From an optimization exercise on the open Yosys and OpenROAD flow, aimed at small area; shortcuts taken in it are not production practice.
Only simulation tests tie the RTL to the original design; equivalence was not proved.
The clock port is modelled as an ideal driver; clocking choices that lean on that would not hold on a real chip.
Power figures rest on the tool's default switching activity, not on a simulated workload.

==> run F: inputs <==
==> flow/design.v (excerpt) <==
module conv_l1(
    	input clk,
    	input reset,
    	input [7:0] pxl_in,
		input [7:0] kernel_00, input [7:0] kernel_01, input [7:0] kernel_02,
		input [7:0] kernel_10, input [7:0] kernel_11, input [7:0] kernel_12,
		input [7:0] kernel_20, input [7:0] kernel_21, input [7:0] kernel_22,
    	output [15:0] pxl_out,
		output valid
    );
Settings: LEC_CHECK=0, CAP_MARGIN=20, CORE_MARGIN=2, CORE_UTILIZATION=55, GPL_TIMING_DRIVEN=0, PLACE_DENSITY=0.7, SETUP_SLACK_MARGIN=0.1, SLEW_MARGIN=20, SYNTH_HIERARCHICAL=1; clock period 12.0 ns.
standard.sh (not shown) runs the stock make flow with config.mk's settings and CLKGATE_MAP_FILE= SYNTH_SCRIPT=/design/flow/synth_recipe.tcl, a recipe that flattens the netlist after the stock synthesis.
==> flow/flow/run.sh <==
#!/bin/bash
# The standard layout (standard.sh), run with these changes:
# - clock tree synthesis builds sink clusters of 33 flip-flops driven by
#   buf_12, with buf_8 above them and no dummy loads; post_cts.tcl then
#   resizes each leaf buffer to the smallest that keeps the flip-flop
#   clock-pin slew under LEAF_SLEW_PS (estimated after placement);
# - io.tcl puts all ports next to each other on the left edge;
# - every port gets a buf_2 as its port buffer (resized later as needed);
# - clock nets may be routed from met2 up.
# ORFS writes each step's full log under orfs/logs; make's own output goes
# to standard.log.
set -euo pipefail
here=$(cd "$(dirname "$0")" && pwd)
export CTS_ARGS="-sink_clustering_enable -repair_clock_nets -dont_use_dummy_load -sink_clustering_size 33 -sink_clustering_max_diameter 80 -buf_list sky130_fd_sc_hd__buf_12 -tree_buf sky130_fd_sc_hd__buf_8"
export POST_CTS_TCL="$here/post_cts.tcl"
export LEAF_SLEW_PS=118
export IO_CONSTRAINTS="$here/io.tcl"
export MIN_CLK_ROUTING_LAYER=met2
export BUFFER_PORTS_ARGS="-buffer_cell sky130_fd_sc_hd__buf_2"
bash standard.sh > standard.log 2>&1
==> flow/flow/post_cts.tcl <==
# Runs at the end of ORFS's CTS step (POST_CTS_TCL): resize the clock-tree
# leaf buffers to the smallest that keeps the flip-flop clock-pin slew low.
source [file join [file dirname [info script]] leafsize.tcl]
set_propagated_clock [all_clocks]
estimate_parasitics -placement
leaf_resize $::env(LEAF_SLEW_PS) {sky130_fd_sc_hd__buf_2 sky130_fd_sc_hd__buf_4 sky130_fd_sc_hd__buf_6 sky130_fd_sc_hd__buf_8 sky130_fd_sc_hd__buf_12 sky130_fd_sc_hd__clkbuf_16 sky130_fd_sc_hd__buf_16}
detailed_placement
check_placement -verbose
Other scripts of this flow, unchanged in this note and not shown: flow/flow/io.tcl, flow/flow/leafsize.tcl
==> inputs of run E, as changes to run F <==
CORE_UTILIZATION = 60   (was 55)
PLACE_DENSITY = 0.75   (was 0.7)
TNS_END_PERCENT = 10   (was unset)
==> inputs of run P, as changes to run F <==
==> flow/flow/run.sh (replaced) <==
#!/bin/bash
# The standard layout (standard.sh) with a leaner clock tree: clock tree
# synthesis builds sink clusters of buf_12 without dummy loads, then
# post_cts.tcl resizes each leaf buffer to the smallest that keeps the
# flip-flop clock-pin slew under LEAF_SLEW_PS.
set -euo pipefail
here=$(cd "$(dirname "$0")" && pwd)
export CTS_ARGS="-sink_clustering_enable -repair_clock_nets -dont_use_dummy_load -sink_clustering_size 33 -sink_clustering_max_diameter 80 -buf_list sky130_fd_sc_hd__buf_12 -tree_buf sky130_fd_sc_hd__buf_8"
export POST_CTS_TCL="$here/post_cts.tcl"
export LEAF_SLEW_PS=118
export IO_CONSTRAINTS="$here/io.tcl"
export MIN_CLK_ROUTING_LAYER=met2
export BUFFER_PORTS_ARGS="-buffer_cell sky130_fd_sc_hd__buf_2"
bash standard.sh > standard.log 2>&1
--- a/flow/flow/post_cts.tcl
+++ b/flow/flow/post_cts.tcl
@@ -8 +8,3 @@
 check_placement -verbose
+source [file join [file dirname [info script]] report_leaf.tcl]
+report_leaf_slews [file join $::env(LOG_DIR) leaf_cts.txt]
==> flow/flow/report_leaf.tcl (new file) <==
# Report, per clock-tree leaf net, the worst flip-flop clock-pin slew (ps)
# with the parasitics estimated at this point of the flow.
proc report_leaf_slews {file} {
  set f [open $file w]
  foreach inst [[ord::get_db_block] getInsts] {
    if {![string match "clkbuf_*" [$inst getName]]} continue
    set out ""
    foreach it [$inst getITerms] { if {[$it isOutputSignal]} { set out [$it getNet] } }
    if {$out eq "" || $out eq "NULL"} continue
    set sinks [get_pins -of_objects [get_nets [$out getName]] -filter "direction==input"]
    set w 0
    foreach pin $sinks {
      foreach q {slew_max_rise slew_max_fall} { set s [get_property $pin $q]; if {$s > $w} { set w $s } }
    }
    puts $f "[$out getName] [[$inst getMaster] getName] [llength $sinks] [format %.2f [expr {$w*1000}]]"
  }
  close $f
}
CORE_UTILIZATION = 60   (was 55)
PLACE_DENSITY = 0.75   (was 0.7)
==> notes.md <==
Outcome: run E complete, but fails checks; run F timing/DRC/antenna clean; run P timing/DRC/antenna clean
Reasons for failing layout checks: run E negative setup slack; run F -; run P -
Total wire length after detailed routing: run E 449,000 um; run F 433,000 um; run P 450,000 um
Layout overhead on the synthesized area: run E 6.33%; run F 6.57%; run P 6.37%
Final setup violating endpoints: run E 2; run F 0; run P 0
Max VDD drop: run E 0.00104 V; run F 0.00191 V; run P 0.00107 V
WL per Instance: run E 15.0 um; run F 14.1 um; run P 15.0 um
Part of the cycle the worst path needs: run E 1.00; run F 0.989; run P 0.992
Antenna violations before repair: run E 33; run F 39; run P 34
Die Footprint: run E 671,000 um2; run F 732,000 um2; run P 671,000 um2
Core Util, Final: run E 0.640; run F 0.589; run P 0.640
Clock power share: run E 0.267; run F 0.261; run P 0.266
Buffers, non-clock: run E 135; run F 131; run P 148
Worst Max-Slew Pin Slew: run E 1.26 ns; run F 1.32 ns; run P 1.18 ns
Routed met2 length: run E 178,000 um; run F 169,000 um; run P 178,000 um
Beginning of the critical path: run E kernel_10[7]; run F kernel_10[4]; run P kernel_02[3]
Sum of net half-perimeters after detailed placement: run E 244,000 um; run F 236,000 um; run P 244,000 um
Power per Cell Area: run E 222 nW/um2; run F 226 nW/um2; run P 222 nW/um2
Overall track demand over capacity in global routing: run E 0.132; run F 0.117; run P 0.132

==> re-timing with driven ports <==
In the flow no input, the clock included, has a driving cell. The finished layouts below were timed again as built, in two steps. Step 1, drivers: a clkbuf_16 drives clk and a buf_2 each remaining input, both assumed. Step 2 times the ports against the registers' clock, not the clock port: input delays grow and output delays shrink by t, the midpoint of the rising clock arrivals with the driver on. Slacks: ideal ports / drivers / drivers and shift; pairs: ideal ports / drivers.
run	shift t [ns]	setup WS [ns]	latest minus earliest clock arrival (ns)
run F	1.169	0.131 / 0.037 / 0.037	0.245 / 0.244
run E	1.164	-0.051 / -0.114 / -0.114	0.246 / 0.245
run P	1.161	0.098 / 0.037 / 0.037	0.246 / 0.246
For run F, which loses most, drivers alone change the setup slack by -0.094 ns; drivers and shift together by -0.094 ns.
